Context: an optimization exercise on an open-source flow, tuned for small area and a short achievable clock period. The choices shown serve that exercise and are no tape-out recipe. In this exercise RTL edits were held to simulation tests only and were not proved equivalent to the original. Power and IR drop assume default switching activity.

[flow/config.mk]
export PLATFORM = sky130hd
export DESIGN_NAME = MyMain
export DESIGN_NICKNAME = MyMain
export VERILOG_FILES = /design/flow/design.v
export SDC_FILE = /design/flow/constraint.sdc
export NUM_CORES = 4
export LEC_CHECK = 0
export CAP_MARGIN = 20
export CORE_MARGIN = 2
export CORE_UTILIZATION = 40
export SLEW_MARGIN = 20
[flow/constraint.sdc]
create_clock -name core_clock -period 125.0 [get_ports {clk}]
set_input_delay 25.0000 -clock core_clock [delete_from_list [all_inputs] [get_ports {clk}]]
set_output_delay 25.0000 -clock core_clock [all_outputs]
set_load 0.01 [all_outputs]
[flow/design.v]
module SegmentDriver( Display, Number);
output[6:0] Display;
input[3:0] Number;
reg[6:0] Display;
always @*
case( Number )
	0: Display = 7'b1000000;
	1: Display = 7'b1111001;
	2: Display = 7'b0100100;
	3: Display = 7'b0110000;
	4: Display = 7'b0011001;
	5: Display = 7'b0010010;
	6: Display = 7'b0000011;
	7: Display = 7'b1111000;
	8: Display = 7'b0000000;
	9: Display = 7'b0011000;
	default: Display = 7'b0000110;
endcase
endmodule
module Keyboard(KeyData, kyClk, kyData, clk, rst);
input kyClk, kyData, clk, rst;
output reg [7:0] KeyData;
reg [4:0] q;
reg       newKbClk;
reg [7:0] tempdata;
reg [3:0] cycles;      
reg [2:0] element;     
reg       gotStart;
reg       keyup;
reg [4:0] qn;
always @* begin
	if (!kyClk)
		qn = (q >= 5'd22) ? 5'd1 : (q == 5'd21) ? 5'd21 : q + 5'd1;
	else if (q < 5'd22)
		qn = (q >= 5'd17) ? 5'd24 : 5'd28;
	else
		qn = (q == 5'd28) ? 5'd28 : q + 5'd1;
end
wire fall = newKbClk && (qn == 5'd21);
wire gs = gotStart || !kyData;
always @(posedge clk) begin
	if (rst) begin
		q <= 5'd21;
		newKbClk <= 1'b0;
		tempdata <= 8'd0;
		cycles <= 4'd0;
		element <= 3'd0;
		gotStart <= 1'b0;
		KeyData <= 8'd0;
		keyup <= 1'b0;
	end else begin
		q <= qn;
		if (qn == 5'd27)
			newKbClk <= 1'b1;
		else if (qn == 5'd21)
			newKbClk <= 1'b0;
		if (fall) begin
			if (gs && cycles != 4'd0 && cycles < 4'd9) begin
				tempdata[element] <= kyData;
				element <= element + 3'd1;
			end
			if (cycles >= 4'd10) begin
				cycles <= 4'd0;
				element <= 3'd0;
				gotStart <= 1'b0;
				if (gs) begin
					if (tempdata == 8'hf0) begin
						keyup <= 1'b1;
						KeyData <= 8'hf0;
					end else if (!keyup)
						KeyData <= tempdata;
					else begin
						KeyData <= 8'hf0;
						keyup <= 1'b0;
					end
				end
			end else begin
				cycles <= cycles + 4'd1;
				gotStart <= gs;
			end
		end
	end
end
endmodule
module VGADriver(R, G, B, Vsync, Hsync, sysclk, curnum0, curnum1, curnum2, curnum3, KeyData, rst);
input sysclk, rst;
input [7:0] KeyData;
output [3:0] curnum0, curnum1, curnum2, curnum3;
output reg [3:0] R, G, B;
output reg Vsync, Hsync;
reg        iclk;
reg [9:0]  Hcount;       
reg [9:0]  Vcount;       
reg [1:0]  dx, dy;       
reg [9:0]  X_top;        
reg [8:0]  Y_top;        
reg [5:0]  A_inc;        
reg [1:0]  A_incb;       
reg [1:0]  dxb, dyb;
reg signed [10:0] X_topb;    
reg signed [9:0]  Y_topb;    
reg [3:0]  n;            
reg [8:0]  lg;           
reg        win;
reg [14:0] displaycount;     
assign curnum0 = (n >= 4'd10) ? n - 4'd10 : n;
assign curnum1 = {3'b000, n >= 4'd10};
assign curnum2 = 4'd0;
assign curnum3 = 4'd0;
function [1:0] neg2;
	input [1:0] d;
	neg2 = 2'b00 - d;
endfunction
function sel;
	input [1:0] d;
	input pm, p0, pp;
	sel = (d == 2'b01) ? pp : (d == 2'b11) ? pm : p0;
endfunction
wire draw = (Vcount < 10'd480) && (Hcount < 10'd640);
wire signed [1:0] sdxb = dxb, sdyb = dyb;
wire signed [11:0] slg = {3'b000, lg};
wire signed [11:0] e1 = X_topb + sdxb;
wire signed [10:0] f1 = Y_topb + sdyb;
wire flipx = (e1 >= 609) || (e1 == 0);
wire flipy = (f1 >= 449) || (f1 == 0);
wire [1:0] dxb1 = flipx ? neg2(dxb) : dxb;
wire [1:0] dyb1 = flipy ? neg2(dyb) : dyb;
wire signed [1:0] sdxb1 = dxb1, sdyb1 = dyb1;
wire signed [11:0] e2 = X_topb + sdxb1;
wire signed [10:0] f2 = Y_topb + sdyb1;
wire pushout = (e2 > 635) || (e2 < 0) || (f2 > 475) || (f2 < 0);
wire signed [10:0] X2 = pushout ? 11'sd304 : X_topb;    
wire signed [9:0]  Y2 = pushout ? 10'sd400 : Y_topb;    
wire [1:0] dxb2 = pushout ? 2'b11 : dxb1;
wire signed [11:0] XmL = X2 - slg;
wire signed [11:0] XpL = X2 + slg;
wire goalhit = (Y2 == 1 || Y2 == 2) && (XmL > 10) && (XpL < 600);
reg [1:0] kdx, kdy;
always @* begin
	kdx = dx;
	kdy = dy;
	if (KeyData == 8'h1c) kdx = 2'b11;
	if (KeyData == 8'h23) kdx = 2'b01;
	if (KeyData == 8'h1d) kdy = 2'b11;
	if (KeyData == 8'h1b) kdy = 2'b01;
	if (KeyData == 8'hf0) begin kdx = 2'b00; kdy = 2'b00; end
	if ((kdx == 2'b01 && X_top == 10'd608) || (kdx == 2'b11 && X_top == 10'd1)) kdx = 2'b00;
	if ((kdy == 2'b01 && Y_top == 9'd448) || (kdy == 2'b11 && Y_top == 9'd1)) kdy = 2'b00;
end
wire signed [10:0] X3 = goalhit ? 11'sd304 : X2;
wire signed [9:0]  Y3 = goalhit ? 10'sd300 : Y2;
wire [9:0] Xp3 = goalhit ? 10'd304 : X_top;
wire [8:0] Yp3 = goalhit ? 9'd445 : Y_top;
wire [8:0] lg3 = goalhit ? lg + 9'd25 : lg;
wire [1:0] dx3 = goalhit ? 2'b00 : kdx;
wire [1:0] dy3 = goalhit ? 2'b00 : kdy;
wire [1:0] dxb3 = goalhit ? 2'b11 : dxb2;
wire [1:0] dyb3 = goalhit ? 2'b00 : dyb1;
wire signed [11:0] sXp3 = {2'b00, Xp3};
wire signed [10:0] sYp3 = {2'b00, Yp3};
wire signed [11:0] slg3 = {3'b000, lg3};
wire signed [11:0] Dpx = X3 - sXp3;
wire signed [10:0] Dpy = Y3 - sYp3;
wire signed [11:0] Dlx = X3 - slg3;
wire signed [11:0] Drx = X3 + slg3 - 12'sd630;
wire px_m = (Dpx >= -29) && (Dpx <= 31);
wire px_0 = (Dpx >= -30) && (Dpx <= 30);
wire px_p = (Dpx >= -31) && (Dpx <= 29);
wire py_m = (Dpy >= -29) && (Dpy <= 31);
wire py_0 = (Dpy >= -30) && (Dpy <= 30);
wire py_p = (Dpy >= -31) && (Dpy <= 29);
wire lx_m = (Dlx >= 1 && Dlx <= 11) || (Dlx >= -29 && Dlx <= -19);
wire lx_0 = (Dlx >= 0 && Dlx <= 10) || (Dlx >= -30 && Dlx <= -20);
wire lx_p = (Dlx >= -1 && Dlx <= 9) || (Dlx >= -31 && Dlx <= -21);
wire rx_m = (Drx >= 1 && Drx <= 11) || (Drx >= -29 && Drx <= -19);
wire rx_0 = (Drx >= 0 && Drx <= 10) || (Drx >= -30 && Drx <= -20);
wire rx_p = (Drx >= -1 && Drx <= 9) || (Drx >= -31 && Drx <= -21);
wire gy_m = (Y3 <= 31);
wire gy_0 = (Y3 <= 30);
wire gy_p = (Y3 <= 29);
wire cx_m = (X3 >= 191) && (X3 <= 421);
wire cx_0 = (X3 >= 190) && (X3 <= 420);
wire cx_p = (X3 >= 189) && (X3 <= 419);
wire cy_m = (Y3 >= 151 && Y3 <= 171) || (Y3 >= 181 && Y3 <= 201);
wire cy_0 = (Y3 >= 150 && Y3 <= 170) || (Y3 >= 180 && Y3 <= 200);
wire cy_p = (Y3 >= 149 && Y3 <= 169) || (Y3 >= 179 && Y3 <= 199);
reg [1:0] cdxb, cdyb;
always @* begin
	cdxb = dxb3;
	cdyb = dyb3;
	if (sel(cdyb, py_m, py_0, py_p) && sel(cdxb, px_m, px_0, px_p))
		cdyb = (cdyb == 2'b00) ? dy3 : neg2(cdyb);
	if (sel(cdxb, px_m, px_0, px_p) && sel(cdyb, py_m, py_0, py_p))
		cdxb = (cdxb == 2'b00) ? dx3 : neg2(cdxb);
	if (sel(cdyb, gy_m, gy_0, gy_p) && sel(cdxb, lx_m, lx_0, lx_p))
		cdyb = neg2(cdyb);
	if (sel(cdxb, lx_m, lx_0, lx_p) && sel(cdyb, gy_m, gy_0, gy_p))
		cdxb = neg2(cdxb);
	if (sel(cdyb, gy_m, gy_0, gy_p) && sel(cdxb, rx_m, rx_0, rx_p))
		cdyb = neg2(cdyb);
	if (sel(cdxb, rx_m, rx_0, rx_p) && sel(cdyb, gy_m, gy_0, gy_p))
		cdxb = neg2(cdxb);
	if (sel(cdyb, cy_m, cy_0, cy_p) && sel(cdxb, cx_m, cx_0, cx_p)) begin
		cdyb = neg2(cdyb);
		cdxb = neg2(cdxb);
	end
	if (sel(cdxb, cx_m, cx_0, cx_p) && sel(cdyb, cy_m, cy_0, cy_p)) begin
		cdxb = neg2(cdxb);
		cdyb = neg2(cdyb);
	end
end
wire pmove = (A_inc == 6'd63);
wire bmove = (A_incb == 2'd3);
wire [9:0] Xp4 = pmove ? Xp3 + {{8{dx3[1]}}, dx3} : Xp3;
wire [8:0] Yp4 = pmove ? Yp3 + {{7{dy3[1]}}, dy3} : Yp3;
wire signed [10:0] X4 = bmove ? X3 + {{9{cdxb[1]}}, cdxb} : X3;
wire signed [9:0]  Y4 = bmove ? Y3 + {{8{cdyb[1]}}, cdyb} : Y3;
wire [9:0] Hc = Hcount;
wire [9:0] Vc = Vcount;
wire signed [11:0] sHc = {2'b00, Hc};
wire signed [10:0] sVc = {1'b0, Vc};
wire signed [11:0] hb = sHc - X4;
wire signed [10:0] vb = sVc - Y4;
wire ball_on = !X4[10] && !Y4[9] && hb >= 1 && hb <= 29 && vb >= 1 && vb <= 29;
wire [10:0] hp = {1'b0, Hc} - {1'b0, Xp4};
wire [9:0]  vp = {1'b0, Vc} - {1'b0, Yp4};
wire player_on = (Hc > Xp4) && (hp <= 29) && (Vc > {1'b0, Yp4}) && (vp <= 29);
wire center_on = (Vc > 180) && (Vc < 200) && (Hc > 220) && (Hc < 420);
wire [10:0] hl = {1'b0, Hc} - {2'b00, lg3};
wire [10:0] hr = {1'b0, Hc} + {2'b00, lg3};
wire post_on = (Vc > 0) && (Vc < 30) &&
	((Hc > lg3 && hl <= 9) || (hr > 630 && hr < 640));
wire border_on = (Hc < 5) || (Hc > 635 && Hc < 640) || (Vc < 5) || (Vc > 475 && Vc < 480);
always @(posedge sysclk) begin
	if (rst)
		iclk <= 1'b0;
	else
		iclk <= ~iclk;
end
always @(posedge sysclk) begin
	if (rst) begin
		Hcount <= 0;
		Vcount <= 0;
		dx <= 0;
		dy <= 0;
		X_top <= 304;
		Y_top <= 445;
		A_inc <= 0;
		A_incb <= 0;
		dxb <= 2'b01;
		dyb <= 0;
		X_topb <= 304;
		Y_topb <= 300;
		n <= 0;
		lg <= 0;
		win <= 0;
		displaycount <= 0;
	end else if (!iclk) begin
		if (draw) begin
			if (!win) begin
				dx <= dx3;
				dy <= dy3;
				dxb <= cdxb;
				dyb <= cdyb;
				X_top <= Xp4;
				Y_top <= Yp4;
				X_topb <= X4;
				Y_topb <= Y4;
				lg <= lg3;
				A_inc <= A_inc + 1'b1;
				A_incb <= A_incb + 1'b1;
				if (goalhit) begin
					n <= n + 1'b1;
					if (n == 4'd11) win <= 1'b1;
				end
			end else if (displaycount > 15'd20000) begin
				win <= 0;
				displaycount <= 0;
				lg <= 0;
				X_top <= 304;
				Y_top <= 445;
				X_topb <= 304;
				Y_topb <= 300;
				dx <= 0;
				dy <= 0;
				dyb <= 0;
				dxb <= 2'b01;
				n <= 0;
			end else
				displaycount <= displaycount + 1'b1;
		end
		if (Hcount >= 10'd800) begin
			Hcount <= 10'd1;
			Vcount <= (Vcount >= 10'd524) ? 10'd0 : Vcount + 1'b1;
		end else
			Hcount <= Hcount + 1'b1;
	end
end
always @(posedge sysclk) begin
	if (rst) begin
		Hsync <= 0; Vsync <= 0;
		R <= 0; G <= 0; B <= 0;
	end else if (!iclk) begin
		Hsync <= !(Hcount > 655 && Hcount < 752);
		Vsync <= !((Hcount >= 10'd800) ? (Vcount == 10'd490) : (Vcount == 10'd491));
		if (!draw) begin
			R <= 4'b0000; G <= 4'b0000; B <= 4'b0000;
		end else if (win) begin
			if (!(displaycount > 15'd20000)) begin
				R <= 4'b1111; G <= 4'b1111; B <= 4'b1111;
			end
		end else if (ball_on) begin
			R <= 4'b1111; G <= 4'b0110; B <= 4'b0000;
		end else if (player_on) begin
			R <= 4'b1001; G <= 4'b1111; B <= 4'b1111;
		end else if (center_on) begin
			R <= 4'b1111; G <= 4'b0000; B <= 4'b0000;
		end else if (post_on) begin
			R <= 4'b1111; G <= 4'b1111; B <= 4'b0000;
		end else if (border_on) begin
			R <= 4'b1001; G <= 4'b1100; B <= 4'b1111;
		end else begin
			R <= 4'b1100; G <= 4'b1100; B <= 4'b1100;
		end
	end
end
endmodule
module MyMain( R, G, B,Vsync, Hsync,Display0, Display1, Display2, Display3, kyClk, kyData, clk,kd, c0, c1, c2, c3, rst);
output[3:0] R, G, B;
output Vsync, Hsync;
input kyClk, kyData, clk;
input rst;  
output[7:0] kd;
wire[7:0] KeyData;
output[ 6:0 ] Display0, Display1, Display2,Display3;
wire[3:0] curnum0, curnum1, curnum2, curnum3;
output[3:0] c0, c1, c2, c3;
assign kd = KeyData;
assign c0 = curnum0;
assign c1 = curnum1;
assign c2 = curnum2;
assign c3 = curnum3;
SegmentDriver SegmD0(Display0, curnum0);
SegmentDriver SegmD1(Display1, curnum1);
SegmentDriver SegmD2(Display2, curnum2);
SegmentDriver SegmD3(Display3, curnum3);
Keyboard KBD(KeyData, kyClk, kyData, clk, rst);
VGADriver VGAD( R, G, B, Vsync, Hsync, clk, curnum0, curnum1, curnum2, curnum3, KeyData, rst);
endmodule
[flow/run.sh]
#!/bin/bash
# synth_recipe.tcl (not shown) runs the flow's synth.tcl, then flattens the netlist and writes it again
# the make line also repeats each setting of config.mk as NAME=value (left out here)
make -C /OpenROAD-flow-scripts/flow DESIGN_CONFIG=/design/flow/config.mk WORK_HOME=/design/flow/orfs CLKGATE_MAP_FILE= SYNTH_SCRIPT=/design/flow/synth_recipe.tcl finish
==> flow_metrics.env <==
export IMPL_status="no timing/DRC/antenna violations"
export IMPL_relSlewSlack_pct=27.5
export IMPL_die_width_um=225
export IMPL_io_buffers=41
export IMPL_cts_path_max_buffers=2
export IMPL_grt_pass1_wl_mm=103
export IMPL_m1WireLength_mm=28.9
export IMPL_n_fill_cell=4970
export IMPL_ant_nets=0
export IMPL_worstPathArrival_ns=28.99
export IMPL_maxSlewViolCount=0
export IMPL_vias_per_cell=6.05
export IMPL_drt_iter0_drc=1841
export IMPL_fin_nets=2948
export IMPL_fin_setup_tns_ns=0
export IMPL_setup_worst_path_class="reg -> reg"
export IMPL_finalCriticalPeriod_ns=28.71
export IMPL_hold_viol=0
export IMPL_root_buffer="clkbuf_16"
export IMPL_rsz0062_at_grt="no"
export IMPL_syn_area_per_cell_um2=7.21
export IMPL_dieHeight_um=225
export IMPL_hold_buffers=0
export IMPL_routed_wl_met2_mm=29.4
export IMPL_grt_ovfl_total=0
export IMPL_drive_gt1_share_pct=4.73
export IMPL_peakVddDrop_uv=45.0
export IMPL_dieArea_mm2=0.0508
export IMPL_postPlaceCellArea_mm2=0.0205
export IMPL_worst_pin_slew_ns=1.09
export IMPL_grt_usage_pct=25.4
export IMPL_yosysUniqueCellTypes=104
export IMPL_antenna_found_initial=1
export IMPL_timing_fmax_ghz=0.0348
export IMPL_final_util_pct=43.3
export IMPL_leakage_nw=8.88
export IMPL_synth_ff_type="dfxtp_1"
export IMPL_cts_buffers=17
export IMPL_top_layer_used="met4"
export IMPL_cts_sinks=149
export IMPL_maxCapViolCount=0
export IMPL_clock_latency_ns=0.46
export IMPL_start_util_pct=40.3
export IMPL_netlist_instances=2722
export IMPL_wire_per_inst_um=19.6
export IMPL_crit_path_end_kind="flop"
export IMPL_cpMaxStageDelayCell="a311oi_1"
export IMPL_yosysWarnings=3
export IMPL_cts_tree="done"
export IMPL_setup_viol=0
export IMPL_ys_seq_elements=149
export IMPL_start_kind="flop"
export IMPL_multi_input_area_mm2=0.0154
export IMPL_crit_fanout=34
export IMPL_stdcell_area_mm2=0.0211
export IMPL_crit_buf_inv=12
export IMPL_rows=81
export IMPL_total_power_w=0.000671
export IMPL_most_common_layout_cells="nor2_1 (288), nand2_1 (267), ha_1 (232)"
export IMPL_wl_met3_mm=4.55
export IMPL_vias=20100
export IMPL_drt_drc_violations_left=0
export IMPL_routed_wl_mm=65.3
export IMPL_synth_seq_area_share_pct=15.2
export IMPL_async_flop_share_pct=0
export IMPL_cts_resized_gates=0
export IMPL_dr_pass1_iters=8
export IMPL_area_delta_synth_final_pct=7.45
export IMPL_coreArea_mm2=0.0486
export IMPL_required_ns=125.27
export IMPL_dp_hpwl_mm=49.6
export IMPL_clkSlewWorstSetupHoldPaths_ns=0.08
export IMPL_synth_edf_count=0
export IMPL_hold_ws_ns=0.467
export IMPL_pwr_density_cell_mw_per_mm2=31.8
export IMPL_max_stage_delay_ns=0.80
export IMPL_htreeDepth=4
export IMPL_gp_congestion=1.02
export IMPL_antenna_cells=0
export IMPL_first_global_vias=18800
export IMPL_layout_commonest_cell="nor2_1"
export IMPL_crit_family="compound AO/OA/AOI/OAI gates"
export IMPL_grt_max_degree=87
export IMPL_hold_class="reg -> reg"
export IMPL_ioPinCount=70
export IMPL_crit_top_cell="ha_1"
export IMPL_fin_worst_skew_ns=0.0130
export IMPL_syn_area_mm2=0.0196
export IMPL_postCtsSetupBuffers=0
export IMPL_finalCritPeriodShare_pct=23.0
export IMPL_seq_area_mm2=0.00298
==> sequential cells by signal (all words and copies together) (netlist names), 8 cells and up <==
signal,cells
VGAD.displaycount,15
VGAD.X_topb,11
VGAD.Hcount,10
VGAD.Vcount,10
VGAD.X_top,10
VGAD.Y_topb,10
VGAD.Y_top,9
VGAD.lg,9
KBD.KeyData,8
KBD.tempdata,8
==> cells in the mapped netlist, drive strengths merged (13+ instances only) <==
library cell	count	area, um2
o22ai	14	87.6
o31ai	13	108
o211ai	17	133
a21oi	213	1070
o21ai	140	712
a211oi	33	265
mux2i	16	173
clkbuf	95	357
nand2	267	1000
nand4	45	282
xnor2	101	885
xor2	71	622
o21a	22	166
nand2b	52	325
buf	45	305
a21o	60	450
or4	13	101
nor2	290	1090
nor4	29	181
and3	18	113
nand3	72	360
o21bai	27	203
and2	33	206
nor3	97	490
a22oi	26	195
a2111oi	14	160
ha	232	2900
fa	18	360
dfxtp	149	2980
a31oi	32	200
inv	181	679
nor2b	39	244
or3	29	186
nor3b	13	97.6
==> power by group <==
part	internal [W]	total, W	switching, W	leakage, nW
Clock	0.0000311	0.0000569	0.0000258	0.307
Combinational	0.000211	0.000557	0.000346	7.36
Sequential	0.0000501	0.0000576	0.00000746	1.21
==> layout make-up <==
type	instances	area share [%]
clock buffers	18	2.08
clock inverters	14	0.843
inverters	182	3.24
multi-input cells	2277	73.1
flip-flops and latches	149	14.1
well taps	622	3.69
repair buffers	67	2.86
==> tightest hold or removal path: stages (launching register included) <==
cell and delay [ns]:
dfxtp_1 0.32, nand2_1 0.05, a21oi_1 0.05
==> per-layer routing <==
layer	global-route usage, %	up-vias
met5	0	-
met4	10.2	0
met2	41.5	795
li1	-	9720
met3	3.17	145
met1	33.9	9479
==> kinds of logic after synthesis <==
logic type                 share of synthesized area, %
and+or+nand+nor                                    25.9
AOI/OAI and AO/OA                                  25.8
buffers and inverters                              6.85
adders and majority gates                          17.0
xor gates and xnor gates                           7.68
DFF                                                15.2
muxes                                              1.57
other                                            0.0383
==> stage by stage <==
step           worst slack (ns)  instances
2_1_floorplan             97.92       2748
3_3_place_gp              97.04       3297
3_5_place_dp              96.97       3297
4_1_cts                   96.74       3329
5_1_grt                   93.74       3329
6_report                  96.29       3329
==> path summary, 6_finish.rpt <==
path | start | endpoint | slack (ns) | cells past startpoint
min reg2reg | VGAD.A_incb[1] | VGAD.A_incb[1] | 0.47 | 2
min | VGAD.A_incb[1] | VGAD.A_incb[1] | 0.47 | 2
max | VGAD.Y_topb[0] | VGAD.G[3] | 96.29 | 124
max reg2reg | VGAD.Y_topb[0] | VGAD.G[3] | 96.29 | 124

-- separate check: timing with driven ports --
No port has a modelled driver above. Below, the same layout with a new extraction and two added sets of constraints.
Step 1 sets driving cells, clkbuf_16 on the clock port and buf_2 on the other inputs (assumed; they add their load-dependent delay and slew).
Step 2 times the ports against the registers' clock, not the clock port: input delays grow and output delays shrink by t, the midpoint of the rising clock arrivals with the driver on.
Slacks: ideal / step 1 / step 2; pairs: ideal / step 1.
t (ns): 0.504
slack for setup (ns): 96.285 / 96.285 / 96.285
worst data-port slew with drivers (ns): 0.04
After both steps setup and hold are still met in this run. The setup slack of this run moves by 0.000 ns with the drivers and by 0.000 ns with both steps.
